Source: an optimization exercise on an open RTL-to-GDS flow (aim: small area). Production flows keep margins and buffers that such runs may drop.
RTL that was checked went through simulation tests only; none was proved equivalent to the original.
Function not checked in runs 4 to 9: the RTL went through the layout flow alone.
The clock port is modelled as an ideal driver; clocking choices that lean on that would not hold on a real chip.
No activity file was given, so power comes from the tool's default toggle rates.

--- flow/config.mk ---
export PLATFORM = sky130hd
export DESIGN_NAME = uart_fifo_tx
export DESIGN_NICKNAME = uart_fifo_tx
export VERILOG_FILES = /design/flow/design.v
export SDC_FILE = /design/flow/constraint.sdc
export NUM_CORES = 4
export LEC_CHECK = 0
export CAP_MARGIN = 20
export CORE_MARGIN = 2
export CORE_UTILIZATION = 40
export SLEW_MARGIN = 20
--- flow/constraint.sdc ---
create_clock -name core_clock -period 10.0 [get_ports {clk}]
set_input_delay 2.0000 -clock core_clock [delete_from_list [all_inputs] [get_ports {clk}]]
set_output_delay 2.0000 -clock core_clock [all_outputs]
set_load 0.01 [all_outputs]
--- flow/design.v ---
parameter T0 = 10;   
parameter TH = 50;   
parameter TF = 100;  
`timescale 1ns/1ps
`default_nettype none
module fifo
  #(
    parameter DEPTH = 16,
    parameter WIDTH = 8
    )
   (
    input wire 		    clk,
    input wire 		    n_rst,
    input wire [WIDTH-1:0]  port_in,
    output wire [WIDTH-1:0] port_out,
    input wire 		    n_wr,
    input wire 		    n_rd,
    output wire 	    n_empty,
    output wire 	    n_full,
    output wire 	    n_valid
    );
   reg [WIDTH-1:0] 	    buff[DEPTH-1:0];
   typedef reg [7:0] 	    bufflen_t;  
   bufflen_t rp, wp, nr;
   assign port_out = buff[rp];
   assign n_empty = nr != 0;
   assign n_full  = nr != DEPTH;
   reg 			    can_read, can_write;
   assign can_read  = ~n_rd & (nr != 0);
   assign can_write = ~n_wr & (nr != DEPTH);
   always @(posedge clk, negedge n_rst) begin
      if (~n_rst) begin
	 rp <= 0;
	 wp <= 0;
	 nr <= 0;
      end
      else begin
	 if (can_write) begin
	    buff[wp] <= port_in;
	    wp <= bufflen_t'((wp + 1) & (DEPTH - 1));
	    if (~can_read) begin
	       nr <= nr + 1;
	    end
	 end
	 if (can_read) begin
	    rp <= bufflen_t'((rp + 1) & (DEPTH - 1));
	    if (~can_write) begin
	       nr <= nr - 1;
	    end
	 end
      end
   end
endmodule
`default_nettype wire
`timescale 1ns/1ps
`default_nettype none
module uartout
  #(
    parameter CDIV = 434
    )
   (
    input wire 	     clk,
    input wire 	     n_rst,
    input wire [7:0] data,
    input wire 	     valid_n,
    output wire      ready_n,
    output wire      tx
    );
   reg [31:0] 	     counter;
   reg [7:0] 	     data_in;
   reg 		     tx_out;
   reg [3:0] 	     tx_index;
   reg 		     is_empty, is_sending;
   typedef reg [3:0] txlen_t;
   assign tx = tx_out;
   assign ready_n = ~is_empty;
   always @(posedge clk, negedge n_rst) begin
      if (~n_rst) begin
	 tx_out <= 1;
	 is_empty <= '1;
	 is_sending <= '0;
      end
      else begin
	 if (~valid_n && is_empty) begin
	    data_in <= data;
	    is_empty <= '0;
	 end
	 if (is_sending == '0) begin
	    if (~is_empty || ~valid_n) begin
	       is_sending <= '1;
	       counter <= 0;
	       tx_out <= 0;  
	       tx_index <= 0;
	    end
	 end
	 if (is_sending == '1) begin
	    counter <= counter + 1;
	    if (counter == (CDIV - 1)) begin
	       counter <= 0;
	       tx_index <= txlen_t'(tx_index + 1);
	       case (tx_index)
		 8: begin
		    tx_out <= 1;  
		 end
		 9: begin
		    if (~is_empty || ~valid_n) begin
		       tx_out <= 0;
		       tx_index <= 0;
		    end
		    else begin
		       is_sending <= '0;
		    end
		 end
		 default: begin
		    tx_out <= data_in[tx_index];  
		    if (tx_index == 7) begin
		       is_empty <= '1;
		    end
		 end
	       endcase
	    end
	 end
      end
   end
endmodule
`default_nettype wire
`timescale 1ns/1ps
`default_nettype none
module uart_fifo_tx
  #(
    parameter FIFO_DEPTH=16,
    parameter UART_CDIV=434
    )
   (
    input wire 	     clk,
    input wire 	     n_rst,
    input wire [7:0] data,
    input wire 	     n_wr,
    output wire      n_full,
    output wire      uart_tx
    );
   wire [7:0] 	     fifo_out;
   wire 	     fifo_valid_n;
   wire 	     uout_ready_n;
   wire 	     fifo_empty_n;
   assign fifo_valid_n = ~fifo_empty_n;
   fifo #(.DEPTH(FIFO_DEPTH))
   fifo0(.clk, .n_rst,
	 .port_in(data),
	 .port_out(fifo_out),
	 .n_wr(n_wr),
	 .n_rd(uout_ready_n),
	 .n_empty(fifo_empty_n),
	 .n_full(n_full),
	 .n_valid()
	 );
   uartout #(.CDIV(UART_CDIV))
   uartout0(.clk, .n_rst,
	    .data(fifo_out),
	    .valid_n(fifo_valid_n),
	    .ready_n(uout_ready_n),
	    .tx(uart_tx)
	    );
endmodule
`default_nettype wire
--- flow/run.sh ---
#!/bin/bash
# synth_recipe.tcl (not shown) runs the flow's synth.tcl, then flattens the netlist and writes it again
# the make line also repeats each setting of config.mk as NAME=value (left out here)
make -C /OpenROAD-flow-scripts/flow DESIGN_CONFIG=/design/flow/config.mk WORK_HOME=/design/flow/orfs CLKGATE_MAP_FILE= SYNTH_SCRIPT=/design/flow/synth_recipe.tcl finish
==> results of run 1 <==
==> cell families (layout without fill, tap and decap cells) <==
logic type | after synthesis | in the layout | synth area share, %
AO/OA/AOI/OAI | 117 | 117 | 9.69
XOR/XNOR | 40 | 40 | 4.12
adder cells (fa/ha/maj) | 16 | 16 | 2.36
buffers and inverters | 52 | 71 | 2.41
flip-flops | 191 | 191 | 66.4
multiplexers | 13 | 13 | 2.30
AND/OR/NAND/NOR | 209 | 209 | 12.7
==> flip-flops by register name, summed over array words and instances, names as in the netlist, named ones only <==
signal,flops
fifo0.rp,4
fifo0.nr,7
uartout0.is_sending,1
uartout0.tx_index,4
fifo0.buff,128
fifo0.wp,4
uartout0.data_in,8
uartout0.tx_out,1
uartout0.counter,32
uartout0.is_empty,1
==> stage by stage <==
step                std cells  setup slack (ns)
floorplan                 638              6.33
finish                    932              5.56
global route              932              5.45
global placement          900              5.57
detailed placement        900              5.50
CTS                       932              5.53
==> worst max path at each step <==
stage / end / startpoint / slack, ns
after floorplan: fifo0.buff[1][0] / n_wr / 6.33
after global placement: fifo0.buff[2][4] / n_wr / 5.57
after detailed placement: fifo0.buff[2][7] / n_rst / 5.50
after CTS: n_full / flop / 5.53
after global routing: n_full / fifo0.nr[1] / 5.45
final: n_full / flop / 5.56
==> routing by layer <==
| metal | vias up | GRT usage (%) | wire length, microns |
|---|---|---|---|
| li1 | 2458 | - | - |
| met1 | 2634 | 24.4 | 8140 |
| met2 | 192 | 26.7 | 8500 |
| met3 | 36 | 4.79 | 1340 |
| met4 | 0 | 6.13 | 496 |
| met5 | - | 0 | 0 |
==> critical path, cell delays in order, from the launching register on <==
cell and delay, ns:
dfrtp_1 0.43, inv_1 0.11, ha_1 0.17, or4b_4 0.53
nor3_2 0.19, nand2_1 0.08, clkdlybuf4s50_1 0.49
==> area by class of cell <==
type                            count  area [sq um]  share of cell area (%)
Inverter                           16          60.1                   0.630
Tap cell                          275           344                    3.61
Clock buffer                       17           425                    4.46
Timing Repair Buffer               23           203                    2.13
Sequential cell                   191          5640                    59.2
Clock inverter                     15           201                    2.11
Multi-Input combinational cell    395          2660                    27.9
==> power by group through the flow <==
| stage | clock network (mW) | logic (mW) | registers, mW |
|---|---|---|---|
| 5_1_grt | 0.740 | 0.191 | 1.01 |
| 6_report | 0.697 | 0.169 | 1.00 |
| 2_1_floorplan | 0 | 0.149 | 0.977 |
| 4_1_cts | 0.708 | 0.171 | 1.00 |
| 3_5_place_dp | 0 | 0.170 | 1.02 |
| 3_3_place_gp | 0 | 0.166 | 1.02 |
==> cell usage in the layout (no fill, tap or decap), drive strengths merged, types with 3 or more instances in the layout <==
cell type      synthesis  routed
nor2b                  5       5
ha                    16      16
o211ai                 3       3
clkbuf                20      17
a21oi                 22      22
o22ai                  6       6
xnor2                 17      17
buf                   16      11
nand2b                 3       3
edfxtp               172     172
mux4                   5       5
and3                   4       4
o21a                   4       4
a222oi                13      13
nor4b                  5       5
a31oi                  7       7
xor2                  23      23
nor3                  11      11
clkdlybuf4s50          0      12
dfrtp                 17      17
a22oi                 20      20
nand4                 24      24
nand3                 27      27
clkinv                 0       7
o21ai                 23      23
nor2                  65      65
nor4                   6       6
inv                   16      24
nand3b                 3       3
mux2i                  6       6
nand2                 39      39
and4                   3       3
and2                   6       6
o31ai                  3       3
a221oi                 6       6
a211oi                 3       3
==> qor.yml, run 1 <==
status: "finished clean"
synth-main-ff-cell: "edfxtp_1"
sw_frac_of_total_pct: 28.1
nNetsFinal: 671
fp-row-count: 53
tns_ns: 0
avgSynthCellArea_sq_um: 13.3
synth_seq_area_share_pct: 66.4
ff2ff_setup_slack_ns: 7.06
dieHeight_microns: 150
worstPathMaxFanout: 4
grt_setup_unrepaired: "false"
antenna_left: 0
clock_sinks: 191
ys_seq_elements: 191
vias_per_cell: 5.71
design_area_sq_um: 9540
fmax_ghz: 0.225
min_period_ns: 4.44
dpl_cell_area_sq_um: 8900
min_path_cells: 2
grt_pass1_wl_microns: 29600
synthesis.nets: 665
drc: 0
switchingPower_mw: 0.526
timing.rr.start: "fifo0.rp[0]"
hold_class: "flop to flop"
setup_viol: 0
overflow: 0
die_area_sq_um: 22400
fp.dieW_microns: 150
io_pins: 13
grt_max_degree: 45
hold_viol: 0
start_util_pct: 40.6
hold_start: "uartout0.tx_out"
yosysMostFrequentCell: "edfxtp_1"
antenna_found_initial: 0
place_hpwl_microns: 11700
worstPathArrival_ns: 2.44
finalCritPeriodShare_pct: 44.4
cp-end-kind: "output pin"
firstDrtPassIters: 6
drv_cap: 0
syn2layout_area_growth_pct: 12.2
ctsResizeCount: 0
yosys-top-cells-area: "edfxtp_1 (61%), dfrtp_1 (5.0%), nor2_1 (2.8%)"
min_to: "uartout0.tx_out"
finClkSkew_ns: 0.0156
clock_latency_ns: 0.44
critPathLaunchType: "flop"
power.density_nw_per_um2: 196
synth.distinct_cells: 58
cts-root-buf: "clkbuf_16"
synth_top_cell_area_share_pct: 60.8
grt_pass1_vias: 5247
portBuffers: 12
synth_common_cells: "edfxtp_1 (172), nor2_1 (64), nand2_1 (39)"
cts_buffer_depth: 2
fillers: 1895
num_vias: 5320
netlist_area_sq_um: 8500
coreArea_sq_um: 21000
cts_buffers: 17
antennaDiodeCount: 0
async_flop_share_pct: 9.95
grtUsageTotal_pct: 17.6
synth_edf_count: 172
p_comb_share_pct: 9.0
yosysTopAreaCell: "edfxtp_1"
cts_setup_buffers: 0
synthCells: 638
rr_endpoint: "uartout0.data_in[0]"
hold_slack_ns: 0.509
drv_slew: 0
p_seq_share_pct: 53.7
p_int_mw: 1.34
htreeDepth: 4
ir_drop_mv: 0.108
gp_congestion: 0.842
r2r_cells: 7
tritoncts: "done"
ctsHoldBuffers: 0
drive_gt1_share_pct: 9.59
yosysWarnings: 5
wl_per_cell_microns: 19.8
power.leakage_nw: 3.07
design_power_total_mw: 1.87
routed_wirelength_microns: 18500
slew_headroom_pct: 32.3
pwr-share-clk_pct: 37.2
final_core_util_pct: 45.5
required_ns: 8.00
drt-initial-drc-count: 610
path_class: "flop to output pin"
worstMarginPinSlew_ns: 0.989
path_clk_slew_ns: 0.08
==> inputs of run 2 (changes only) <==
==> flow/design.v (replaced) <==
`timescale 1ns/1ps
`default_nettype none
module uart_fifo_tx
  #(
    parameter FIFO_DEPTH=16,
    parameter UART_CDIV=434
    )
   (
    input wire 	     clk,
    input wire 	     n_rst,
    input wire [7:0] data,
    input wire 	     n_wr,
    output wire      n_full,
    output wire      uart_tx
    );
   localparam N = FIFO_DEPTH;
   reg [8*N-1:0]     s;         
   reg [N-1:0] 	     v;         
   reg [7:0] 	     h;         
   reg 		     hv;        
   reg 		     held;      
   reg 		     sending;
   reg 		     tx_out;
   reg [8:0] 	     cnt;
   reg [3:0] 	     idx;
   wire 	     transit = held & ~hv;
   assign n_full = ~(&v) | transit;
   assign uart_tx = tx_out;
   wire 	     wr = ~n_wr & n_full;
   wire 	     take = ~held & (|v);
   wire [N:0] 	     rdy;
   assign rdy[N] = ~hv;
   genvar 	     i;
   generate
      for (i = 0; i < N; i = i + 1) begin : g_rdy
	 assign rdy[i] = ~v[i] | rdy[i+1];
      end
   endgenerate
   wire [8*N-1:0]    s_in = {s[8*N-9:0], data};
   wire [N-1:0]      v_in = {v[N-2:0], wr};
   integer 	     k;
   always @(posedge clk) begin
      for (k = 0; k < N; k = k + 1)
	if (rdy[k]) s[8*k +: 8] <= s_in[8*k +: 8];
      if (rdy[N]) h <= s[8*N-8 +: 8];
   end
   wire 	     bit_end = (cnt == UART_CDIV - 1);
   wire 	     release_h = sending & bit_end & (idx == 4'd7);
   always @(posedge clk, negedge n_rst) begin
      if (~n_rst) begin
	 v <= 0;
	 hv <= 1'b0;
	 held <= 1'b0;
	 sending <= 1'b0;
	 tx_out <= 1'b1;
      end
      else begin
	 for (k = 0; k < N; k = k + 1)
	   if (rdy[k]) v[k] <= v_in[k];
	 if (~hv) hv <= v[N-1];
	 else if (release_h) hv <= 1'b0;
	 if (take) held <= 1'b1;
	 else if (release_h) held <= 1'b0;
	 if (~sending) begin
	    if (take) begin
	       sending <= 1'b1;
	       tx_out <= 1'b0;
	    end
	 end
	 else if (bit_end) begin
	    case (idx)
	      4'd8: tx_out <= 1'b1;
	      4'd9: begin
		 if (held | take) tx_out <= 1'b0;
		 else sending <= 1'b0;
	      end
	      default: tx_out <= h[idx[2:0]];
	    endcase
	 end
      end
   end
   always @(posedge clk) begin
      if (~sending | bit_end) cnt <= 0;
      else cnt <= cnt + 1'b1;
      if (~sending | (bit_end & (idx == 4'd9))) idx <= 0;
      else if (bit_end) idx <= idx + 1'b1;
   end
endmodule
`default_nettype wire
--- a/flow/config.mk
+++ b/flow/config.mk
@@ -10,2 +10,3 @@
 export CORE_UTILIZATION = 40
+export CTS_BUF_LIST = sky130_fd_sc_hd__clkbuf_8
 export SLEW_MARGIN = 20
==> qor.yml, run 2 <==
cts-root-buf: "clkbuf_8"
worstPathMaxFanout: 6
ctsHoldBuffers: 0
power.leakage_nw: 2.15
fillers: 1142
clock_latency_ns: 0.44
yosysWarnings: 1
grt_setup_unrepaired: "false"
ir_drop_mv: 0.116
dieHeight_microns: 123
max_stage_delay_ns: 0.50
p_int_mw: 0.981
fp-row-count: 43
finClkSkew_ns: 0.0206
finalWorstSetupSlack_ns: 5.89
async_flop_share_pct: 11.8
tns_ns: 0
pwr-share-clk_pct: 35.3
coreArea_sq_um: 13800
synth_edf_count: 136
netlist_area_sq_um: 5660
largest_reg_flops: 128
place_ws_ns: 6.35
synth_top_cell_area_share_pct: 72.1
yosysMostFrequentCell: "edfxtp_1"
avgSynthCellArea_sq_um: 18.9
ys_seq_elements: 169
drt-initial-drc-count: 191
routed_wirelength_microns: 7120
yosysTopAreaCell: "edfxtp_1"
gp_congestion: 0.755
start_util_pct: 40.9
status: "finished clean"
cts_setup_buffers: 0
tritoncts: "done"
nNetsFinal: 342
antenna_found_initial: 0
overflow: 0
design_area_sq_um: 6370
path_class: "flop to output pin"
cp.buffers_inverters: 1
portBuffers: 12
hold_class: "flop to flop"
p_seq_share_pct: 61.5
htreeDepth: 4
sw_frac_of_total_pct: 23.3
power.density_nw_per_um2: 201
p_comb_share_pct: 3.2
place_hpwl_microns: 4820
synthCells: 299
num_vias: 2460
finalCritPeriodShare_pct: 41.1
worstMarginPinSlew_ns: 0.894
yosys-top-cells-area: "edfxtp_1 (72%), dfrtp_1 (8.4%), dfxtp_1 (4.6%)"
clock_sinks: 169
drv_cap: 0
io_pins: 13
cp_slowest_cell: "clkdlybuf4s50_1"
grt_pass1_vias: 2497
switchingPower_mw: 0.299
path_clk_slew_ns: 0.10
dpl_cell_area_sq_um: 5980
critPathLaunchType: "flop"
cpLargestDelayFamily: "simple AND/OR/NAND/NOR gates"
final_common_cell: "edfxtp_1"
slew_headroom_pct: 40.2
antennaDiodeCount: 0
synth_seq_area_share_pct: 85.6
grt_pass1_wl_microns: 12000
synth_common_cells: "edfxtp_1 (136), dfrtp_1 (19), nor2_1 (16)"
mostFrequentLayoutCells: "edfxtp_1 (136), dfrtp_1 (19), clkbuf_8 (17), nor2_1 (16), nand2_1 (14)"
top_regs: "s (128), v (16), cnt (9)"
vias_per_cell: 4.74
cp-end-kind: "output pin"
required_ns: 8.00
grtUsageTotal_pct: 10.8
synthesis.nets: 315
wl_per_cell_microns: 13.7
cts_buffers: 17
setup_viol: 0
cts_buffer_depth: 2
fmax_ghz: 0.243
grt_max_degree: 21
ctsResizeCount: 0
synth-main-ff-cell: "edfxtp_1"
drc: 0
die_area_sq_um: 15100
antenna_left: 0
top_register: "s"
synth.distinct_cells: 42
worstPathArrival_ns: 2.11
design_power_total_mw: 1.28
fp.dieW_microns: 123
syn2layout_area_growth_pct: 12.5
drive_gt1_share_pct: 12.1
crit_chain: "and4_1, o2111ai_1, or3_1, clkdlybuf4s50_1"
hold_viol: 0
drv_slew: 0
firstDrtPassIters: 4
min_period_ns: 4.11
## run 2: cell count changes after synthesis, sizes merged, moves of 15 or more
cell | before | now
nor2 | 65 | 16
edfxtp | 172 | 136
nand2 | 39 | 14
a21oi | 22 | 1
nand4 | 24 | 3
xor2 | 23 | 2
a22oi | 20 | 0
nand3 | 27 | 9
o21ai | 23 | 5
clkbuf | 20 | 3
buf | 16 | 1
## run 2: power groups by stage
stage               Combinational, mW  Sequential [mW]  Clock, mW
floorplan                      0.0244            0.799          0
global placement               0.0401            0.802          0
detailed placement             0.0419            0.803          0
CTS                            0.0419            0.787      0.467
global route                   0.0465            0.791      0.500
finish                         0.0404            0.787      0.452
## run 2: metrics by stage
stage                     utilization, %  std cells  hold WS [ns]
final                               46.1        519         0.419
after floorplan                        -        299         0.400
after CTS                           46.1        519         0.419
after global routing                46.1        519         0.423
after global placement              43.3        487         0.401
after detailed placement            43.3        487         0.405
## run 2: path summary, 6_finish.rpt
path | startpoint | end | slack, ns | depth (start not counted)
setup / recovery | v[15] | n_full | 5.89 | 4
hold / removal | s[101] | s[109] | 0.42 | 0
setup reg to reg | v[15] | s[5] | 7.74 | 5
hold reg to reg | s[101] | s[109] | 0.42 | 0
max in group asynchronous | n_rst | v[14] | 7.38 | 1
min in group asynchronous | n_rst | v[4] | 2.06 | 1
## run 2: cell families after synthesis
kind of cell    synth area share [%]
compound gates                  2.61
buf+inv                         1.19
mux                             1.35
fa+ha+maj                       1.10
flops                           85.6
simple gates                    7.07
xor+xnor                        1.08
## run 2: per-layer routing
layer	share of wire [%]	GRT usage [%]
met1	43	12.0
met4	1.6	5.33
met5	0	0
met3	3.7	4.01
met2	52	18.2
## run 2: worst reg2reg max path: stages (launching register included)
cell and delay (ns):
dfrtp_1 0.44, and4_1 0.29, and4_1 0.26, inv_1 0.19, nor2_1 0.29, nand3_1 0.42
## run 2: final cells by class
cell class | instances | area [sq um] | share of cell area (%)
clock buffer | 17 | 234 | 3.67
sequential | 169 | 4850 | 76.1
timing repair buffer | 12 | 120 | 1.89
multi-input combinational | 114 | 748 | 11.7
tap | 180 | 225 | 3.54
clock inverter | 15 | 150 | 2.36
inverter | 12 | 45.0 | 0.707
==> inputs of run 3 (changes only) <==
--- a/flow/config.mk
+++ b/flow/config.mk
@@ -10,3 +10,2 @@
 export CORE_UTILIZATION = 40
-export CTS_BUF_LIST = sky130_fd_sc_hd__clkbuf_8
 export SLEW_MARGIN = 20
==> qor.yml, run 3 <==
status: "finished clean"
path_clk_slew_ns: 0.06
place_hpwl_microns: 4820
tritoncts: "done"
yosys-top-cells-area: "edfxtp_1 (72%), dfrtp_1 (8.4%), dfxtp_1 (4.6%)"
nNetsFinal: 342
cts_buffer_depth: 2
power.density_nw_per_um2: 220
fp-row-count: 43
required_ns: 8.00
drv_cap: 0
grt_pass1_vias: 2529
yosysWarnings: 1
start_util_pct: 40.9
grt_pass1_wl_microns: 12100
grtUsageTotal_pct: 10.9
avgSynthCellArea_sq_um: 18.9
r2r_cells: 5
path_class: "flop to output pin"
cp-end-kind: "output pin"
synth_seq_area_share_pct: 85.6
coreArea_sq_um: 13800
grt_max_degree: 21
synth_common_cells: "edfxtp_1 (136), dfrtp_1 (19), nor2_1 (16)"
firstDrtPassIters: 4
slew_headroom_pct: 39.5
ff2ff_setup_slack_ns: 7.73
die_area_sq_um: 15100
timing.rr.start: "v[15]"
io_pins: 13
top_regs: "s (128), v (16), cnt (9)"
min_to: "s[106]"
mostFrequentLayoutCells: "edfxtp_1 (136), dfrtp_1 (19), clkbuf_16 (17), nor2_1 (16), nand2_1 (14)"
synth_edf_count: 136
tns_ns: 0
yosysMostFrequentCell: "edfxtp_1"
yosysTopAreaCell: "edfxtp_1"
grt_setup_unrepaired: "false"
synthCells: 299
wl_per_cell_microns: 13.6
portBuffers: 12
gp_congestion: 0.755
largest_reg_flops: 128
drt-initial-drc-count: 176
finalWorstSetupSlack_ns: 5.90
fmax_ghz: 0.244
htreeDepth: 4
finClkSkew_ns: 0.00996
cts_buffers: 17
ir_drop_mv: 0.123
rr_endpoint: "s[7]"
synth_top_cell_area_share_pct: 72.1
vias_per_cell: 4.73
clock_latency_ns: 0.42
drive_gt1_share_pct: 12.1
final_common_cell: "edfxtp_1"
setup_viol: 0
place_ws_ns: 6.35
antenna_found_initial: 0
fillers: 1119
drv_slew: 0
num_vias: 2457
cts_setup_buffers: 0
worstMarginPinSlew_ns: 0.904
critPathLaunchType: "flop"
fp.dieW_microns: 123
min_period_ns: 4.10
ys_seq_elements: 169
power.leakage_nw: 2.23
dieHeight_microns: 123
worstPathMaxFanout: 6
syn2layout_area_growth_pct: 15.9
antenna_left: 0
worstPathArrival_ns: 2.10
netlist_area_sq_um: 5660
synth.distinct_cells: 42
synth-main-ff-cell: "edfxtp_1"
ctsHoldBuffers: 0
routed_wirelength_microns: 7050
synthesis.nets: 315
top_register: "s"
finalCritPeriodShare_pct: 41.0
async_flop_share_pct: 11.8
drc: 0
ctsResizeCount: 0
cts-root-buf: "clkbuf_16"
min_path_cells: 0
hold_class: "flop to flop"
hold_start: "s[98]"
hold_viol: 0
overflow: 0
antennaDiodeCount: 0
clock_sinks: 169
==> run 3: cell counts after synthesis <==
No cell type changed its count.
==> run 3: cell type report <==
class / count / area [sq um] / area share [%]
Multi-Input combinational cell: 114 / 748 / 11.4
Inverter: 12 / 45.0 / 0.687
Clock inverter: 15 / 150 / 2.29
Tap cell: 180 / 225 / 3.43
Sequential cell: 169 / 4850 / 73.9
Timing Repair Buffer: 12 / 120 / 1.83
Clock buffer: 17 / 425 / 6.48
==> run 3: metrics by stage <==
step	std cells	util [%]	power [mW]	cell area, sq um	hold WS [ns]
after CTS	519	47.4	1.47	6560	0.417
after global placement	487	43.3	0.842	5980	0.401
after floorplan	299	-	0.824	5660	0.400
final	519	47.4	1.45	6560	0.417
after detailed placement	487	43.3	0.845	5980	0.405
after global routing	519	47.4	1.51	6560	0.420
==> run 3: power breakdown <==
part	leakage, nW	switching, mW	internal, mW
clock network	0.285	0.285	0.332
registers	1.51	0.0130	0.775
logic	0.441	0.0201	0.0203
total	2.23	0.318	1.13
==> run 3: logic make-up after synthesis <==
family / count (synthesis) / synth area share, %
compound gates: 21 / 2.61
mux: 6 / 1.35
flops: 169 / 85.6
simple gates: 75 / 7.07
xor+xnor: 7 / 1.08
buf+inv: 16 / 1.19
fa+ha+maj: 5 / 1.10
==> run 3: how the worst max path moves through the flow <==
stage | cells past startpoint | to | slack, ns | start
floorplan | 3 | n_full | 6.90 | v[15]
global placement | 4 | n_full | 6.36 | v[15]
detailed placement | 4 | n_full | 6.35 | v[14]
CTS | 4 | n_full | 5.87 | v[15]
global route | 4 | n_full | 5.77 | v[15]
finish | 4 | n_full | 5.90 | v[15]
==> run 3: layer usage <==
metal  wire [microns]  GRT usage (%)
met5                0              0
met4              113           5.33
met3              338           4.43
met2             3670           18.3
met1             2930           12.1
==> run 3: critical path, stage by stage, from the launching register on <==
cell and delay (ns):
dfrtp_1 0.43, and4_1 0.29, o2111ai_1 0.12, or3_1 0.34, clkdlybuf4s50_1 0.50
==> inputs of run 4 (changes only) <==
--- a/flow/design.v
+++ b/flow/design.v
@@ -46,3 +46,4 @@
    end
-   wire 	     bit_end = (cnt == UART_CDIV - 1);
+   localparam [8:0] CNT_LAST = 9'd182;
+   wire 	     bit_end = (cnt == CNT_LAST);
    wire 	     release_h = sending & bit_end & (idx == 4'd7);
@@ -83,3 +84,3 @@
       if (~sending | bit_end) cnt <= 0;
-      else cnt <= cnt + 1'b1;
+      else cnt <= {cnt[7:0], ~(cnt[8] ^ cnt[4])};
       if (~sending | (bit_end & (idx == 4'd9))) idx <= 0;
--- a/flow/config.mk
+++ b/flow/config.mk
@@ -10,2 +10,4 @@
 export CORE_UTILIZATION = 40
+export CTS_BUF_LIST = sky130_fd_sc_hd__clkbuf_8
+export CTS_CLUSTER_SIZE = 20
 export SLEW_MARGIN = 20
==> qor.yml, run 4 <==
status: "finished clean"
ctsResizeCount: 0
netlist_area_sq_um: 5570
overflow: 0
routed_wirelength_microns: 7000
clock_latency_ns: 0.44
wl_per_cell_microns: 13.9
finClkSkew_ns: 0.00816
yosysWarnings: 1
nNetsFinal: 326
finalCritPeriodShare_pct: 41.0
synth-main-ff-cell: "edfxtp_1"
die_area_sq_um: 14900
worstPathArrival_ns: 2.10
hold_viol: 0
sw_frac_of_total_pct: 21.2
placed_cells: 473
ys_seq_elements: 169
timing.rr.start: "hv"
cp-end-kind: "output pin"
synthesis.nets: 300
gp_congestion: 0.751
min_path_cells: 0
min_to: "s[110]"
grt_pass1_wl_microns: 11200
ir_drop_mv: 0.108
synth_seq_area_share_pct: 87.0
top_regs: "s (128), v (16), cnt (9)"
antenna_found_initial: 0
synth_top_family_by_area: "simple AND/OR/NAND/NOR gates"
p_int_mw: 0.976
path_clk_slew_ns: 0.08
rr_endpoint: "s[30]"
avgSynthCellArea_sq_um: 19.5
synth.distinct_cells: 40
synth_common_cells: "edfxtp_1 (136), dfrtp_1 (19), nand2_1 (14)"
largest_reg_flops: 128
yosys.area_share.simple_pct: 7.91
htreeDepth: 4
setup_viol: 0
yosys-top-cells-area: "edfxtp_1 (73%), dfrtp_1 (8.5%), dfxtp_1 (4.7%)"
power.leakage_nw: 2.13
drt-initial-drc-count: 197
portBuffers: 12
antenna_left: 0
muxShareOfSynthArea_pct: 0.966
switchingPower_mw: 0.263
synth_top_cell_area_share_pct: 73.3
cts-root-buf: "clkbuf_8"
synth_compound_area_share_pct: 2.13
worstMarginPinSlew_ns: 0.904
vias_per_cell: 4.64
tns_ns: 0
grt_max_degree: 21
hold_start: "s[102]"
critical_path.startpoint: "hv"
path_class: "flop to output pin"
grt_setup_unrepaired: "false"
drc: 0
required_ns: 8.00
hold_class: "flop to flop"
synth-xor-area-share_pct: 0.157
num_vias: 2343
dieHeight_microns: 122
grt_pass1_vias: 2355
drv_slew: 0
async_flop_share_pct: 11.8
worstPathMaxFanout: 10
io_pins: 13
slew_headroom_pct: 39.6
power.density_nw_per_um2: 198
antennaDiodeCount: 0
critPathLaunchType: "flop"
drive_gt1_share_pct: 12.9
tritoncts: "done"
fin_cells: 505
top_register: "s"
final_common_cell: "edfxtp_1"
synthAdderAreaFrac_pct: 0.674
fmax_ghz: 0.244
synthCells: 286
coreArea_sq_um: 13700
yosysTopAreaCell: "edfxtp_1"
cts_buffers: 17
place_hpwl_microns: 4590
ff2ff_setup_slack_ns: 7.55
p_comb_share_pct: 1.9
pwr-share-clk_pct: 36.0
p_seq_share_pct: 62.1
ctsHoldBuffers: 0
yosysMostFrequentCell: "edfxtp_1"
min_period_ns: 4.10
cts_buffer_depth: 2
firstDrtPassIters: 4
start_util_pct: 40.6
syn2layout_area_growth_pct: 12.4
synth_edf_count: 136
grtUsageTotal_pct: 10.4
r2r_cells: 6
drv_cap: 0
clock_sinks: 169
fp.dieW_microns: 122
fp-row-count: 43
mostFrequentLayoutCells: "edfxtp_1 (136), dfrtp_1 (19), clkbuf_8 (17), nand2_1 (14), dfxtp_1 (13)"
cts_setup_buffers: 0
[run 4: power groups by stage]
stage	combinational (mW)	sequential, mW	clock, mW
final	0.0236	0.770	0.446
after global routing	0.0258	0.771	0.487
after CTS	0.0243	0.770	0.463
after detailed placement	0.0243	0.786	0
after global placement	0.0242	0.785	0
after floorplan	0.0103	0.784	0
[run 4: cells by family (layout without fill, tap and decap cells)]
family | count (synthesis) | count (layout)
adder cells (fa/ha/maj) | 3 | 3
multiplexers | 4 | 4
buffers and inverters | 15 | 54
AO/OA/AOI/OAI | 17 | 17
flip-flops | 169 | 169
XOR/XNOR | 1 | 1
AND/OR/NAND/NOR | 77 | 77
[run 4: worst max path at each step]
stage / to / slack [ns] / cells past startpoint
after floorplan: n_full / 7.04 / 3
after CTS: n_full / 5.88 / 4
after global routing: n_full / 5.79 / 4
final: n_full / 5.90 / 4
after global placement: n_full / 6.42 / 4
after detailed placement: n_full / 6.40 / 4
[run 4: layer usage]
layer | vias to the layer above | wire [microns] | global-route usage [%]
met5 | - | 0 | 0
met4 | 0 | 177 | 7.11
met3 | 15 | 234 | 3.37
met2 | 33 | 3570 | 16.7
met1 | 1165 | 3010 | 12.0
li1 | 1130 | - | -
[run 4: layout make-up]
cell class	instances	area (sq um)
Multi-Input combinational cell	102	659
Inverter	10	37.5
Timing Repair Buffer	12	120
Clock buffer	17	234
Fill cell	1201	7460
Clock inverter	15	139
Sequential cell	169	4850
Tap cell	180	225
[run 4: metrics by stage]
stage	hold WS (ns)	util (%)	power, mW	worst slack [ns]	cell area (sq um)
global route	0.426	45.6	1.28	5.79	6260
CTS	0.424	45.6	1.26	5.88	6260
global placement	0.402	42.9	0.810	6.42	5890
detailed placement	0.405	42.9	0.811	6.40	5890
finish	0.420	45.6	1.24	5.90	6260
floorplan	0.400	-	0.795	7.04	5570
[run 4: worst max-delay path, cell delays in order (launching register included)]
cell and delay [ns]:
dfrtp_1 0.45, inv_1 0.22, a211oi_1 0.34, nand3_1 0.14
clkdlybuf4s50_1 0.51
==> inputs of run 5 (changes only) <==
--- a/flow/config.mk
+++ b/flow/config.mk
@@ -10,4 +10,3 @@
 export CORE_UTILIZATION = 40
-export CTS_BUF_LIST = sky130_fd_sc_hd__clkbuf_8
-export CTS_CLUSTER_SIZE = 20
+export CTS_BUF_LIST = sky130_fd_sc_hd__clkbuf_2 sky130_fd_sc_hd__clkbuf_4 sky130_fd_sc_hd__clkbuf_8 sky130_fd_sc_hd__clkbuf_16
 export SLEW_MARGIN = 20
==> qor.yml, run 5 <==
status: "finished clean"
clock_sinks: 169
yosysMostFrequentCell: "edfxtp_1"
routed_wirelength_microns: 6960
netlist_area_sq_um: 5570
ctsResizeCount: 0
critPathLaunchType: "flop"
nNetsFinal: 326
path_class: "flop to output pin"
firstDrtPassIters: 4
synth_common_cells: "edfxtp_1 (136), dfrtp_1 (19), nand2_1 (14)"
cts_buffers: 17
synth_edf_count: 136
drv_slew: 0
final_common_cell: "edfxtp_1"
coreArea_sq_um: 13700
drive_gt1_share_pct: 12.9
syn2layout_area_growth_pct: 15.8
path_clk_slew_ns: 0.06
synthesis.nets: 300
ys_seq_elements: 169
setup_viol: 0
grt_max_degree: 21
synth.distinct_cells: 40
hold_slack_ns: 0.415
antenna_found_initial: 0
min_period_ns: 4.05
top_register: "s"
hold_viol: 0
antenna_left: 0
yosys-top-cells-area: "edfxtp_1 (73%), dfrtp_1 (8.5%), dfxtp_1 (4.7%)"
design_power_total_mw: 1.41
mostFrequentLayoutCells: "edfxtp_1 (136), dfrtp_1 (19), clkbuf_16 (17), nand2_1 (14), dfxtp_1 (13)"
portBuffers: 12
cts_setup_buffers: 0
overflow: 0
worstMarginPinSlew_ns: 0.904
finalCritPeriodShare_pct: 40.5
async_flop_share_pct: 11.8
placed_cells: 473
fillers: 1167
gp_congestion: 0.751
top_regs: "s (128), v (16), cnt (9)"
grt_pass1_vias: 2338
required_ns: 8.00
cts_buffer_depth: 2
drc: 0
synthCells: 286
slew_headroom_pct: 39.6
fp-row-count: 43
yosysWarnings: 1
htreeDepth: 4
grt_pass1_wl_microns: 11200
drt-initial-drc-count: 191
clock_latency_ns: 0.42
die_area_sq_um: 14900
yosysTopAreaCell: "edfxtp_1"
final_core_util_pct: 47.0
worstPathMaxFanout: 10
tritoncts: "done"
worstPathArrival_ns: 2.05
fin_cells: 505
drv_cap: 0
hold_class: "flop to flop"
tns_ns: 0
cp-end-kind: "output pin"
ir_drop_mv: 0.140
power.density_nw_per_um2: 218
num_vias: 2351
ctsHoldBuffers: 0
avgSynthCellArea_sq_um: 19.5
ff2ff_setup_slack_ns: 7.57
place_hpwl_microns: 4590
start_util_pct: 40.6
finClkSkew_ns: 0.00641
synth_top_cell_area_share_pct: 73.3
synth_seq_area_share_pct: 87.0
grt_setup_unrepaired: "false"
largest_reg_flops: 128
wl_per_cell_microns: 13.8
power.leakage_nw: 2.22
antennaDiodeCount: 0
fp.dieW_microns: 122
synth-main-ff-cell: "edfxtp_1"
dieHeight_microns: 122
cts-root-buf: "clkbuf_16"
grtUsageTotal_pct: 10.4
io_pins: 13
fmax_ghz: 0.247
vias_per_cell: 4.66
## run 5: cell counts after synthesis
Identical to the previous run, type by type.
## run 5: critical path, stage by stage, from the launching register on
cell,delay [ns]
dfrtp_1,0.44
inv_1,0.22
a211oi_1,0.34
nand3_1,0.14
clkdlybuf4s50_1,0.51
## run 5: routing by layer
metal	GRT usage [%]	vias up	part of all wire, %
met5	0	-	0
met4	5.60	0	1.7
met3	4.35	10	4.3
met2	16.3	35	50
met1	12.2	1176	44
li1	-	1130	-
## run 5: power breakdown
part           switching (mW)  internal, mW  leakage, nW
clock network           0.265         0.347        0.277
registers             0.00411         0.767         1.51
logic                  0.0138       0.00936        0.430
## run 5: final timing paths
check | from | to | cells after the start
max | hv | n_full | 4
min | s[118] | s[126] | 0
max reg2reg | hv | s[30] | 6
min reg2reg | s[118] | s[126] | 0
max in group asynchronous | n_rst | sending | 1
min in group asynchronous | n_rst | v[4] | 1
## run 5: cells by family (layout without fill, tap and decap cells)
group                      count (synthesis)  count (layout)  share of synthesized area (%)
xor gates and xnor gates                   1               1                          0.157
AOI/OAI and AO/OA                         17              17                           2.13
and+or+nand+nor                           77              77                           7.91
muxes                                      4               4                          0.966
DFF                                      169             169                           87.0
buffers and inverters                     15              54                           1.17
adders and majority gates                  3               3                          0.674
## run 5: area by class of cell
cell class | instances | area, sq um | area share, %
Inverter | 10 | 37.5 | 0.582
Clock buffer | 17 | 425 | 6.59
Sequential cell | 169 | 4850 | 75.1
Multi-Input combinational cell | 102 | 659 | 10.2
Timing Repair Buffer | 12 | 120 | 1.86
Tap cell | 180 | 225 | 3.49
Clock inverter | 15 | 139 | 2.15
## run 5: metrics by stage
step | setup WS, ns | area, sq um
4_1_cts | 5.93 | 6450
3_5_place_dp | 6.40 | 5890
6_report | 5.95 | 6450
5_1_grt | 5.84 | 6450
2_1_floorplan | 7.04 | 5570
3_3_place_gp | 6.42 | 5890
==> inputs of run 6 (changes only) <==
==> flow/flow/run.sh (new file) <==
#!/bin/bash
# The standard layout (standard.sh) with two changes:
# - clock tree synthesis without dummy load cells;
# - port buffers of the smallest buffer cell.
set -euo pipefail
export CTS_ARGS="-sink_clustering_enable -repair_clock_nets -dont_use_dummy_load -buf_list sky130_fd_sc_hd__clkbuf_8"
export BUFFER_PORTS_ARGS="-buffer_cell sky130_fd_sc_hd__buf_1"
bash standard.sh finish > standard.log 2>&1
==> flow/standard.sh (new file) <==
#!/bin/bash
# synth_recipe.tcl (not shown) runs the flow's synth.tcl, then flattens the netlist and writes it again
# the make line also repeats each setting of config.mk as NAME=value (left out here)
make -C /OpenROAD-flow-scripts/flow DESIGN_CONFIG=/design/flow/config.mk WORK_HOME=/design/flow/orfs CLKGATE_MAP_FILE= SYNTH_SCRIPT=/design/flow/synth_recipe.tcl "${@:-finish}"
--- a/flow/config.mk
+++ b/flow/config.mk
@@ -10,3 +10,3 @@
 export CORE_UTILIZATION = 40
-export CTS_BUF_LIST = sky130_fd_sc_hd__clkbuf_2 sky130_fd_sc_hd__clkbuf_4 sky130_fd_sc_hd__clkbuf_8 sky130_fd_sc_hd__clkbuf_16
+export CTS_BUF_LIST = sky130_fd_sc_hd__clkbuf_8
 export SLEW_MARGIN = 20
removed: flow/run.sh
==> qor.yml, run 6 <==
mostFrequentLayoutCells: "edfxtp_1 (136), dfrtp_1 (19), clkbuf_8 (17), nand2_1 (14), dfxtp_1 (13)"
start_util_pct: 40.6
final_common_cell: "edfxtp_1"
ctsResizeCount: 0
min_period_ns: 3.65
num_vias: 2327
synthesis.nets: 300
status: "finished clean"
routed_wirelength_microns: 6750
coreArea_sq_um: 13700
ir_drop_mv: 0.115
avgSynthCellArea_sq_um: 19.5
portBuffers: 12
finalCritPeriodShare_pct: 36.5
dieHeight_microns: 122
synth_common_cells: "edfxtp_1 (136), dfrtp_1 (19), nand2_1 (14)"
yosysTopAreaCell: "edfxtp_1"
fp-row-count: 43
tritoncts: "done"
max_stage_delay_ns: 0.42
cts-root-buf: "clkbuf_8"
hold_viol: 0
top_regs: "s (128), v (16), cnt (9)"
cts_buffers: 17
finClkSkew_ns: 0.0195
cpLargestDelayFamily: "flip-flops"
netlist_area_sq_um: 5570
syn2layout_area_growth_pct: 8.58
synthCells: 286
slew_headroom_pct: 67.3
fillers: 1193
worstPathMaxFanout: 10
synth_seq_area_share_pct: 87.0
htreeDepth: 4
synth_top_cell_area_share_pct: 73.3
drive_gt1_share_pct: 9.35
drc: 0
fmax_ghz: 0.274
cts_setup_buffers: 0
yosysMostFrequentCell: "edfxtp_1"
regArea_sq_um: 4850
synth-main-ff-cell: "edfxtp_1"
multi_input_area_sq_um: 659
die_area_sq_um: 14900
critPathLaunchType: "flop"
synth.distinct_cells: 40
path_class: "flop to output pin"
wl_per_cell_microns: 13.8
largest_reg_flops: 128
grt_setup_unrepaired: "false"
fp.dieW_microns: 122
design_power_total_mw: 1.13
setup_viol: 0
grtUsageTotal_pct: 10.3
tns_ns: 0
antenna_left: 0
overflow: 0
drv_cap: 0
required_ns: 8.00
final_core_util_pct: 44.1
synth_edf_count: 136
nNetsFinal: 326
grt_pass1_wl_microns: 11100
gp_congestion: 0.739
worstMarginPinSlew_ns: 0.490
ctsHoldBuffers: 0
hold_class: "flop to flop"
power.density_nw_per_um2: 187
worstPathArrival_ns: 1.65
grt_pass1_vias: 2384
clock_sinks: 169
antennaDiodeCount: 0
io_pins: 13
ys_seq_elements: 169
firstDrtPassIters: 4
cp-end-kind: "output pin"
power.leakage_nw: 2.03
yosys-top-cells-area: "edfxtp_1 (73%), dfrtp_1 (8.5%), dfxtp_1 (4.7%)"
antenna_found_initial: 0
clock_latency_ns: 0.44
hold_slack_ns: 0.407
cp.buffers_inverters: 2
top_register: "s"
grt_max_degree: 21
cts_buffer_depth: 2
path_clk_slew_ns: 0.07
async_flop_share_pct: 11.8
drt-initial-drc-count: 203
yosysWarnings: 1
vias_per_cell: 4.75
crit_chain: "inv_1, a211oi_1, nand3_1, buf_1"
cp_slowest_cell: "dfrtp_1"
place_hpwl_microns: 4530
drv_slew: 0
==> run 6: cell families (layout without fill, tap and decap cells) <==
| group | count (synthesis) | in the layout | share of synthesized area, % |
|---|---|---|---|
| and+or+nand+nor | 77 | 77 | 7.91 |
| adders and majority gates | 3 | 3 | 0.674 |
| AOI/OAI and AO/OA | 17 | 17 | 2.13 |
| muxes | 4 | 4 | 0.966 |
| xor gates and xnor gates | 1 | 1 | 0.157 |
| DFF | 169 | 169 | 87.0 |
| buffers and inverters | 15 | 39 | 1.17 |
==> run 6: worst paths after layout <==
check | start | cells past startpoint | to | slack, ns
min in group asynchronous | n_rst | 1 | v[4] | 1.52
worst min-delay path | s[115] | 0 | s[123] | 0.41
max in group asynchronous | n_rst | 1 | tx_out | 8.12
worst max register to register | hv | 6 | s[30] | 7.66
worst min register to register | s[115] | 0 | s[123] | 0.41
worst max-delay path | hv | 4 | n_full | 6.35
==> run 6: routing by layer <==
layer	part of all wire (%)	vias up	track usage, %
li1	-	1115	-
met1	45	1169	11.6
met2	50	29	16.2
met3	3.2	14	4.40
met4	2.1	0	5.96
met5	0	-	0
==> run 6: power breakdown <==
| group | total (mW) | leakage, nW | internal (mW) | switching (mW) |
|---|---|---|---|---|
| clock network | 0.343 | 0.122 | 0.150 | 0.193 |
| registers | 0.771 | 1.51 | 0.767 | 0.00429 |
| logic | 0.0182 | 0.401 | 0.00450 | 0.0137 |
| total | 1.13 | 2.03 | 0.921 | 0.211 |
==> run 6: per-stage QoR <==
step	area [sq um]	worst slack, ns	std cells
CTS	6050	6.29	490
global placement	5810	6.81	473
global route	6050	6.17	490
finish	6050	6.35	490
detailed placement	5810	6.79	473
floorplan	5570	7.04	286
==> run 6: final cells by class <==
type	instances	share of cell area, %
Tap cell	180	3.72
Multi-Input combinational cell	102	10.9
Inverter	10	0.621
Sequential cell	169	80.1
Clock buffer	17	3.87
Timing Repair Buffer	12	0.765
==> run 6: worst reg2reg max path, delay by kind of cell (launching register included) <==
| family | cells | cell delay (ns) |
|---|---|---|
| buffers and inverters | 2 | 0.46 |
| flip-flops | 1 | 0.42 |
| AND/OR/NAND/NOR | 4 | 1.12 |
==> inputs of run 7 (changes only) <==
--- a/flow/flow/run.sh
+++ b/flow/flow/run.sh
@@ -5,3 +5,3 @@
 set -euo pipefail
-export CTS_ARGS="-sink_clustering_enable -repair_clock_nets -dont_use_dummy_load -buf_list sky130_fd_sc_hd__clkbuf_8"
+export CTS_ARGS="-sink_clustering_enable -repair_clock_nets -dont_use_dummy_load -sink_clustering_size 24 -sink_clustering_max_diameter 200 -buf_list sky130_fd_sc_hd__clkbuf_8"
 export BUFFER_PORTS_ARGS="-buffer_cell sky130_fd_sc_hd__buf_1"
==> qor.yml, run 7 <==
status: "finished clean"
cts_setup_buffers: 0
power.leakage_nw: 2.03
grtUsageTotal_pct: 10.3
firstDrtPassIters: 4
critPathLaunchType: "flop"
largest_reg_flops: 128
final_common_cell: "edfxtp_1"
synthesis.nets: 300
cpLargestDelayFamily: "flip-flops"
multi_input_area_sq_um: 659
mostFrequentLayoutCells: "edfxtp_1 (136), dfrtp_1 (19), clkbuf_8 (17), nand2_1 (14), dfxtp_1 (13)"
clock_latency_ns: 0.44
fmax_ghz: 0.274
min_period_ns: 3.65
synth_common_cells: "edfxtp_1 (136), dfrtp_1 (19), nand2_1 (14)"
ir_drop_mv: 0.115
slew_headroom_pct: 67.3
htreeDepth: 4
final_core_util_pct: 44.1
worstPathMaxFanout: 10
async_flop_share_pct: 11.8
die_area_sq_um: 14900
yosys-top-cells-area: "edfxtp_1 (73%), dfrtp_1 (8.5%), dfxtp_1 (4.7%)"
fp.dieW_microns: 122
drv_cap: 0
path_clk_slew_ns: 0.07
yosysWarnings: 1
wl_per_cell_microns: 13.8
ff2ff_setup_slack_ns: 7.66
synth_top_cell_area_share_pct: 73.3
yosysMostFrequentCell: "edfxtp_1"
antenna_left: 0
cts_buffer_depth: 2
dieHeight_microns: 122
yosysTopAreaCell: "edfxtp_1"
cp-end-kind: "output pin"
place_hpwl_microns: 4530
vias_per_cell: 4.75
timing.rr.start: "hv"
top_register: "s"
grt_max_degree: 21
fillers: 1193
overflow: 0
regArea_sq_um: 4850
portBuffers: 12
antennaDiodeCount: 0
synth_seq_area_share_pct: 87.0
worstPathArrival_ns: 1.65
coreArea_sq_um: 13700
synth_edf_count: 136
drc: 0
hold_class: "flop to flop"
hold_viol: 0
drv_slew: 0
required_ns: 8.00
setup_viol: 0
drt-initial-drc-count: 203
drive_gt1_share_pct: 9.35
synthCells: 286
crit_end: "n_full"
max_stage_delay_ns: 0.42
path_class: "flop to output pin"
critical_path.startpoint: "hv"
grt_setup_unrepaired: "false"
num_vias: 2327
antenna_found_initial: 0
cp_slowest_cell: "dfrtp_1"
cts_buffers: 17
grt_pass1_vias: 2384
gp_congestion: 0.739
fp-row-count: 43
cp.buffers_inverters: 2
ys_seq_elements: 169
grt_pass1_wl_microns: 11100
crit_chain: "inv_1, a211oi_1, nand3_1, buf_1"
routed_wirelength_microns: 6750
finalCritPeriodShare_pct: 36.5
start_util_pct: 40.6
syn2layout_area_growth_pct: 8.58
synth-main-ff-cell: "edfxtp_1"
ctsHoldBuffers: 0
cts-root-buf: "clkbuf_8"
worstMarginPinSlew_ns: 0.490
finClkSkew_ns: 0.0195
ctsResizeCount: 0
rr_endpoint: "s[30]"
synth.distinct_cells: 40
avgSynthCellArea_sq_um: 19.5
tritoncts: "done"
nNetsFinal: 326
netlist_area_sq_um: 5570
power.density_nw_per_um2: 187
top_regs: "s (128), v (16), cnt (9)"
io_pins: 13
cp.depth: 4
r2r_cells: 6
clock_sinks: 169
tns_ns: 0
run 7: cell counts in the layout (fill, tap and decap cells not counted):
No cell type changed its count.
run 7: cell type report:
| cell class | count | share of cell area [%] |
|---|---|---|
| repair buffers | 12 | 0.765 |
| well taps | 180 | 3.72 |
| multi-input cells | 102 | 10.9 |
| clock buffers | 17 | 3.87 |
| flip-flops and latches | 169 | 80.1 |
| inverters | 10 | 0.621 |
run 7: layer usage:
layer,GRT usage [%],part of all wire (%),vias up
li1,-,-,1115
met1,11.6,45,1169
met2,16.2,50,29
met3,4.40,3.2,14
met4,5.96,2.1,0
met5,0,0,-
run 7: worst reg2reg max path, stage by stage, from the launching register on:
cell and delay (ns):
dfrtp_1 0.42, inv_1 0.22, nor2_1 0.24, inv_1 0.24
nor3_2 0.24, and3_1 0.30, nand3_1 0.34
run 7: how the worst min path moves through the flow:
stage	from	to	cells past startpoint
after floorplan	s[120]	h[0]	0
after global placement	s[86]	s[94]	0
after detailed placement	s[11]	s[19]	0
after CTS	s[118]	s[126]	0
after global routing	s[118]	s[126]	0
final	s[115]	s[123]	0
run 7: logic make-up (layout without fill, tap and decap cells):
kind of cell             Yosys count  count (layout)  synth area share, %
AND/OR/NAND/NOR                   77              77                 7.91
AO/OA/AOI/OAI                     17              17                 2.13
XOR/XNOR                           1               1                0.157
adder cells (fa/ha/maj)            3               3                0.674
multiplexers                       4               4                0.966
flip-flops                       169             169                 87.0
buffers and inverters             15              39                 1.17
run 7: stage by stage:
| stage | hold slack (ns) | total power, mW | worst slack [ns] | std cells | cell area, sq um |
|---|---|---|---|---|---|
| after floorplan | 0.400 | 0.795 | 7.04 | 286 | 5570 |
| after global placement | 0.401 | 0.804 | 6.81 | 473 | 5810 |
| after detailed placement | 0.405 | 0.805 | 6.79 | 473 | 5810 |
| after CTS | 0.406 | 1.15 | 6.29 | 490 | 6050 |
| after global routing | 0.402 | 1.18 | 6.17 | 490 | 6050 |
| final | 0.407 | 1.13 | 6.35 | 490 | 6050 |
run 7: report_power, final:
part	switching, mW	internal [mW]
clock network	0.193	0.150
registers	0.00429	0.767
logic	0.0137	0.00450
total	0.211	0.921
==> inputs of run 8 (changes only) <==
==> flow/flow/run.sh (replaced) <==
#!/bin/bash
# The standard layout (standard.sh) with two changes:
# - clock tree synthesis without dummy load cells;
# - port buffers of the smallest buffer cell.
set -euo pipefail
export CTS_ARGS="-sink_clustering_enable -repair_clock_nets -dont_use_dummy_load -root_buf sky130_fd_sc_hd__clkbuf_8 -buf_list {sky130_fd_sc_hd__clkbuf_4 sky130_fd_sc_hd__clkbuf_8}"
export BUFFER_PORTS_ARGS="-buffer_cell sky130_fd_sc_hd__buf_1"
bash standard.sh finish > standard.log 2>&1
==> qor.yml, run 8 <==
start_util_pct: 40.6
cts_setup_buffers: 0
status: "finished clean"
cp.buffers_inverters: 2
required_ns: 8.00
syn2layout_area_growth_pct: 8.58
finalCritPeriodShare_pct: 36.5
place_hpwl_microns: 4530
avgSynthCellArea_sq_um: 19.5
hold_slack_ns: 0.407
drv_slew: 0
worstPathArrival_ns: 1.65
finClkSkew_ns: 0.0195
use_met3_pct: 4.40
tns_ns: 0
synth_edf_count: 136
synth.distinct_cells: 40
gp_congestion: 0.739
fp-row-count: 43
synth_top_family_by_area: "simple AND/OR/NAND/NOR gates"
netlist_area_sq_um: 5570
final_common_cell: "edfxtp_1"
synth-xor-area-share_pct: 0.157
worstMarginPinSlew_ns: 0.490
p_int_mw: 0.921
pwr-share-clk_pct: 30.3
io_pins: 13
cpLargestDelayFamily: "flip-flops"
drt-initial-drc-count: 203
busiest_layer: "met2"
grt_setup_unrepaired: "false"
cp-end-kind: "output pin"
antenna_found_initial: 0
drv_cap: 0
min_period_ns: 3.65
p_seq_share_pct: 68.1
vias_per_cell: 4.75
yosys.area_share.simple_pct: 7.91
mostFrequentLayoutCells: "edfxtp_1 (136), dfrtp_1 (19), clkbuf_8 (17), nand2_1 (14), dfxtp_1 (13)"
power.density_nw_per_um2: 187
power.leakage_nw: 2.03
dieHeight_microns: 122
coreArea_sq_um: 13700
yosysMostFrequentCell: "edfxtp_1"
cts-root-buf: "clkbuf_8"
ctsHoldBuffers: 0
synth_seq_area_share_pct: 87.0
clock_latency_ns: 0.44
yosys-top-cells-area: "edfxtp_1 (73%), dfrtp_1 (8.5%), dfxtp_1 (4.7%)"
fp.dieW_microns: 122
clock_sinks: 169
switchingPower_mw: 0.211
antennaDiodeCount: 0
synthCells: 286
ys_seq_elements: 169
synthesis.nets: 300
synth_common_cells: "edfxtp_1 (136), dfrtp_1 (19), nand2_1 (14)"
ir_drop_mv: 0.115
path_class: "flop to output pin"
async_flop_share_pct: 11.8
tritoncts: "done"
sw_frac_of_total_pct: 18.6
hold_viol: 0
top_regs: "s (128), v (16), cnt (9)"
antenna_left: 0
p_comb_share_pct: 1.6
synthAdderAreaFrac_pct: 0.674
synth_compound_area_share_pct: 2.13
synth-main-ff-cell: "edfxtp_1"
num_vias: 2327
firstDrtPassIters: 4
grt_pass1_wl_microns: 11100
met1_usage_pct: 11.6
worstPathMaxFanout: 10
setup_viol: 0
portBuffers: 12
htreeDepth: 4
yosysTopAreaCell: "edfxtp_1"
largest_reg_flops: 128
cts_buffer_depth: 2
synth_top_cell_area_share_pct: 73.3
path_clk_slew_ns: 0.07
slew_headroom_pct: 67.3
top_register: "s"
design_power_total_mw: 1.13
cts_buffers: 17
ctsResizeCount: 0
grtUsageTotal_pct: 10.3
die_area_sq_um: 14900
overflow: 0
crit_chain: "inv_1, a211oi_1, nand3_1, buf_1"
fmax_ghz: 0.274
hold_class: "flop to flop"
grt_pass1_vias: 2384
grt_max_degree: 21
drive_gt1_share_pct: 9.35
use_met2_pct: 16.2
wl_per_cell_microns: 13.8
muxShareOfSynthArea_pct: 0.966
nNetsFinal: 326
drc: 0
cp_slowest_cell: "dfrtp_1"
max_stage_delay_ns: 0.42
critPathLaunchType: "flop"
routed_wirelength_microns: 6750
yosysWarnings: 1
[run 8: cell counts in the layout (fill, tap and decap cells not counted)]
Identical to the previous run, type by type.
[run 8: through the flow]
stage                     worst slack [ns]  instances  util (%)  area, sq um
final                                 6.35        490      44.1         6050
after floorplan                       7.04        286         -         5570
after global routing                  6.17        490      44.1         6050
after global placement                6.81        473      42.4         5810
after CTS                             6.29        490      44.1         6050
after detailed placement              6.79        473      42.4         5810
[run 8: kinds of logic after synthesis]
logic type	Yosys count
buffers and inverters	15
xor gates and xnor gates	1
muxes	4
AOI/OAI and AO/OA	17
DFF	169
adders and majority gates	3
and+or+nand+nor	77
[run 8: metal layers]
layer	vias up	wire (microns)
met5	-	0
met4	0	139
met3	14	214
met2	29	3360
met1	1169	3040
li1	1115	-
[run 8: worst paths after layout]
| path | from | to | slack, ns | cells past startpoint |
|---|---|---|---|---|
| max in group asynchronous | n_rst | tx_out | 8.12 | 1 |
| min reg2reg | s[115] | s[123] | 0.41 | 0 |
| max | hv | n_full | 6.35 | 4 |
| min | s[115] | s[123] | 0.41 | 0 |
| min in group asynchronous | n_rst | v[4] | 1.52 | 1 |
| max reg2reg | hv | s[30] | 7.66 | 6 |
[run 8: final cells by class]
cell class | instances | area [sq um]
Fill cell | 1193 | 7670
Multi-Input combinational cell | 102 | 659
Inverter | 10 | 37.5
Sequential cell | 169 | 4850
Tap cell | 180 | 225
Clock buffer | 17 | 234
Timing Repair Buffer | 12 | 46.3
[run 8: power by group through the flow]
stage	clock [mW]	sequential, mW	combinational, mW
floorplan	0	0.784	0.0103
global placement	0	0.786	0.0189
detailed placement	0	0.786	0.0190
CTS	0.359	0.771	0.0191
global route	0.385	0.772	0.0206
finish	0.343	0.771	0.0182
==> inputs of run 9 (changes only) <==
==> flow/flow/run.sh (replaced) <==
#!/bin/bash
# The standard layout (standard.sh) with these changes:
# - clock tree synthesis without dummy load cells, with clkbuf_4 leaf buffers
#   under a clkbuf_16 root; leaf buffers with a large fanout become clkbuf_8
#   (flow/post_cts.tcl);
# - port buffers of the smallest buffer cell.
set -euo pipefail
here=$(pwd)
export CTS_ARGS="-sink_clustering_enable -repair_clock_nets -dont_use_dummy_load -root_buf sky130_fd_sc_hd__clkbuf_16 -buf_list sky130_fd_sc_hd__clkbuf_4"
export POST_CTS_TCL="$here/flow/post_cts.tcl"
export CLK_UPSIZE_FANOUT=13
export BUFFER_PORTS_ARGS="-buffer_cell sky130_fd_sc_hd__buf_1"
bash standard.sh finish > standard.log 2>&1
==> flow/flow/post_cts.tcl (new file) <==
# After clock tree synthesis: a clkbuf_4 that drives many clock pins becomes a
# clkbuf_8, so every flip-flop clock pin keeps a fast edge.
set n_up 0
foreach inst [[ord::get_db_block] getInsts] {
  if { [[$inst getMaster] getName] ne "sky130_fd_sc_hd__clkbuf_4" } { continue }
  set net [[$inst findITerm X] getNet]
  if { $net eq "NULL" } { continue }
  set fanout [expr { [llength [$net getITerms]] - 1 }]
  if { $fanout >= $::env(CLK_UPSIZE_FANOUT) } {
    replace_cell [$inst getName] sky130_fd_sc_hd__clkbuf_8
    incr n_up
  }
}
puts "post_cts: upsized $n_up clock buffers"
if { $n_up > 0 } {
  detailed_placement
  check_placement -verbose
}
==> qor.yml, run 9 <==
top_register: "s"
yosysMostFrequentCell: "edfxtp_1"
synth_common_cells: "edfxtp_1 (136), dfrtp_1 (19), nand2_1 (14)"
drv_cap: 0
power.density_nw_per_um2: 180
synth_edf_count: 136
hold_class: "flop to flop"
clock_latency_ns: 0.37
slew_headroom_pct: 67.4
rr_endpoint: "s[25]"
finClkSkew_ns: 0.0278
coreArea_sq_um: 13700
synth-main-ff-cell: "edfxtp_1"
synth_seq_area_share_pct: 87.0
path_class: "flop to output pin"
overflow: 0
crit_chain: "inv_1, a211oi_1, nand3_1, buf_1"
grt_pass1_wl_microns: 11200
synth_top_cell_area_share_pct: 73.3
wl_per_cell_microns: 13.8
min_path_cells: 0
max_stage_delay_ns: 0.43
vias_per_cell: 4.76
worstPathArrival_ns: 1.58
grt_pass1_vias: 2364
mostFrequentLayoutCells: "edfxtp_1 (136), dfrtp_1 (19), nand2_1 (14), clkbuf_4 (13), dfxtp_1 (13)"
synth.distinct_cells: 40
ir_drop_mv: 0.116
ff2ff_setup_slack_ns: 7.65
hold_start: "s[115]"
path_clk_slew_ns: 0.11
design_power_total_mw: 1.08
finalCritPeriodShare_pct: 35.8
min_period_ns: 3.58
firstDrtPassIters: 4
fp.dieW_microns: 122
r2r_cells: 6
grt_max_degree: 21
grt_setup_unrepaired: "false"
netlist_area_sq_um: 5570
required_ns: 8.00
drive_gt1_share_pct: 9.35
drv_slew: 0
top_regs: "s (128), v (16), cnt (9)"
syn2layout_area_growth_pct: 7.32
tritoncts: "done"
num_vias: 2333
drc: 0
place_hpwl_microns: 4530
status: "finished clean"
antenna_left: 0
power.leakage_nw: 2.00
yosysTopAreaCell: "edfxtp_1"
dieHeight_microns: 122
io_pins: 13
die_area_sq_um: 14900
timing.rr.start: "hv"
yosys-top-cells-area: "edfxtp_1 (73%), dfrtp_1 (8.5%), dfxtp_1 (4.7%)"
synthCells: 286
tns_ns: 0
worstMarginPinSlew_ns: 0.489
final_common_cell: "edfxtp_1"
worstPathMaxFanout: 10
drt-initial-drc-count: 177
gp_congestion: 0.739
cp_slowest_cell: "dfrtp_1"
cp.buffers_inverters: 2
grtUsageTotal_pct: 10.3
antennaDiodeCount: 0
avgSynthCellArea_sq_um: 19.5
start_util_pct: 40.6
min_to: "s[123]"
cp-end-kind: "output pin"
largest_reg_flops: 128
async_flop_share_pct: 11.8
cpLargestDelayFamily: "flip-flops"
hold_viol: 0
clock_sinks: 169
critPathLaunchType: "flop"
portBuffers: 12
fp-row-count: 43
synthesis.nets: 300
setup_viol: 0
routed_wirelength_microns: 6770
antenna_found_initial: 0
ys_seq_elements: 169
fmax_ghz: 0.279
nNetsFinal: 326
yosysWarnings: 1
==> run 9: cell counts after synthesis <==
No cell type changed its count.
==> run 9: cell families after synthesis <==
kind of cell               after synthesis  synth area share [%]
xor gates and xnor gates                 1                 0.157
muxes                                    4                 0.966
DFF                                    169                  87.0
and+or+nand+nor                         77                  7.91
buffers and inverters                   15                  1.17
AOI/OAI and AO/OA                       17                  2.13
adders and majority gates                3                 0.674
==> run 9: through the flow <==
stage                     cell area (sq um)  util [%]  setup WS [ns]  hold WS [ns]  std cells
after detailed placement               5810      42.4           6.79         0.405        473
after global placement                 5810      42.4           6.81         0.401        473
final                                  5980      43.6           6.42         0.403        490
after global routing                   5980      43.6           6.25         0.394        490
after floorplan                        5570         -           7.04         0.400        286
==> run 9: report_power, final <==
group	switching [mW]	internal, mW	leakage [nW]	total (mW)
logic	0.0137	0.00451	0.401	0.0182
clock network	0.182	0.106	0.0937	0.288
registers	0.00428	0.766	1.51	0.770
==> run 9: area by class of cell <==
| cell class | instances | area (sq um) |
|---|---|---|
| Fill cell | 1206 | 7740 |
| Sequential cell | 169 | 4850 |
| Multi-Input combinational cell | 102 | 659 |
| Tap cell | 180 | 225 |
| Clock buffer | 17 | 164 |
| Timing Repair Buffer | 12 | 46.3 |
| Inverter | 10 | 37.5 |
==> run 9: how the worst max path moves through the flow <==
stage | to | cells after the start | startpoint
2_1_floorplan | n_full | 3 | hv
3_3_place_gp | n_full | 4 | hv
3_5_place_dp | n_full | 4 | hv
5_1_grt | n_full | 4 | hv
6_report | n_full | 4 | hv
==> run 9: per-layer routing <==
metal	up-vias	routed length [microns]	global-route usage [%]
met4	0	176	6.03
met3	16	260	4.07
li1	1118	-	-
met1	1171	3000	11.7
met2	28	3330	16.4
met5	-	0	0

## separate check: timing with driven ports
No port has a modelled driver above. Below, the same layouts with a new extraction and two added sets of constraints. Step 1: set_driving_cell puts a clkbuf_16 on clk and a buf_2 on each other input, an assumption about the parent block. Step 2 adds t to the input delays and takes it off the output delays; t is the mean of the earliest and latest rising clock arrival at the registers after step 1. Input paths then give back, and output paths get back, about the clock's delay inside the block. a / b / c = ideal ports / drivers / drivers and shift; a / b = the first two.
run | t, ns | setup slack, ns | hold slack, ns
run 1 | 0.477 | 5.559 / 5.516 / 5.459 | 0.509 / 0.509 / 0.509
run 2 | 0.470 | 5.886 / 5.849 / 6.318 | 0.419 / 0.419 / 0.419
run 3 | 0.450 | 5.903 / 5.867 / 6.317 | 0.417 / 0.417 / 0.417
run 4 | 0.471 | 5.900 / 5.867 / 6.338 | 0.420 / 0.420 / 0.420
run 5 | 0.450 | 5.946 / 5.909 / 6.359 | 0.415 / 0.415 / 0.415
run 6 | 0.460 | 6.351 / 6.318 / 6.778 | 0.407 / 0.407 / 0.407
run 7 | 0.460 | 6.351 / 6.318 / 6.778 | 0.407 / 0.407 / 0.407
run 8 | 0.460 | 6.351 / 6.318 / 6.778 | 0.407 / 0.407 / 0.407
run 9 | 0.391 | 6.416 / 6.378 / 6.769 | 0.403 / 0.403 / 0.403
After both steps setup and hold are still met in every run listed. For run 1, which loses most, drivers alone change the setup slack by -0.043 ns; drivers and shift together by -0.100 ns.
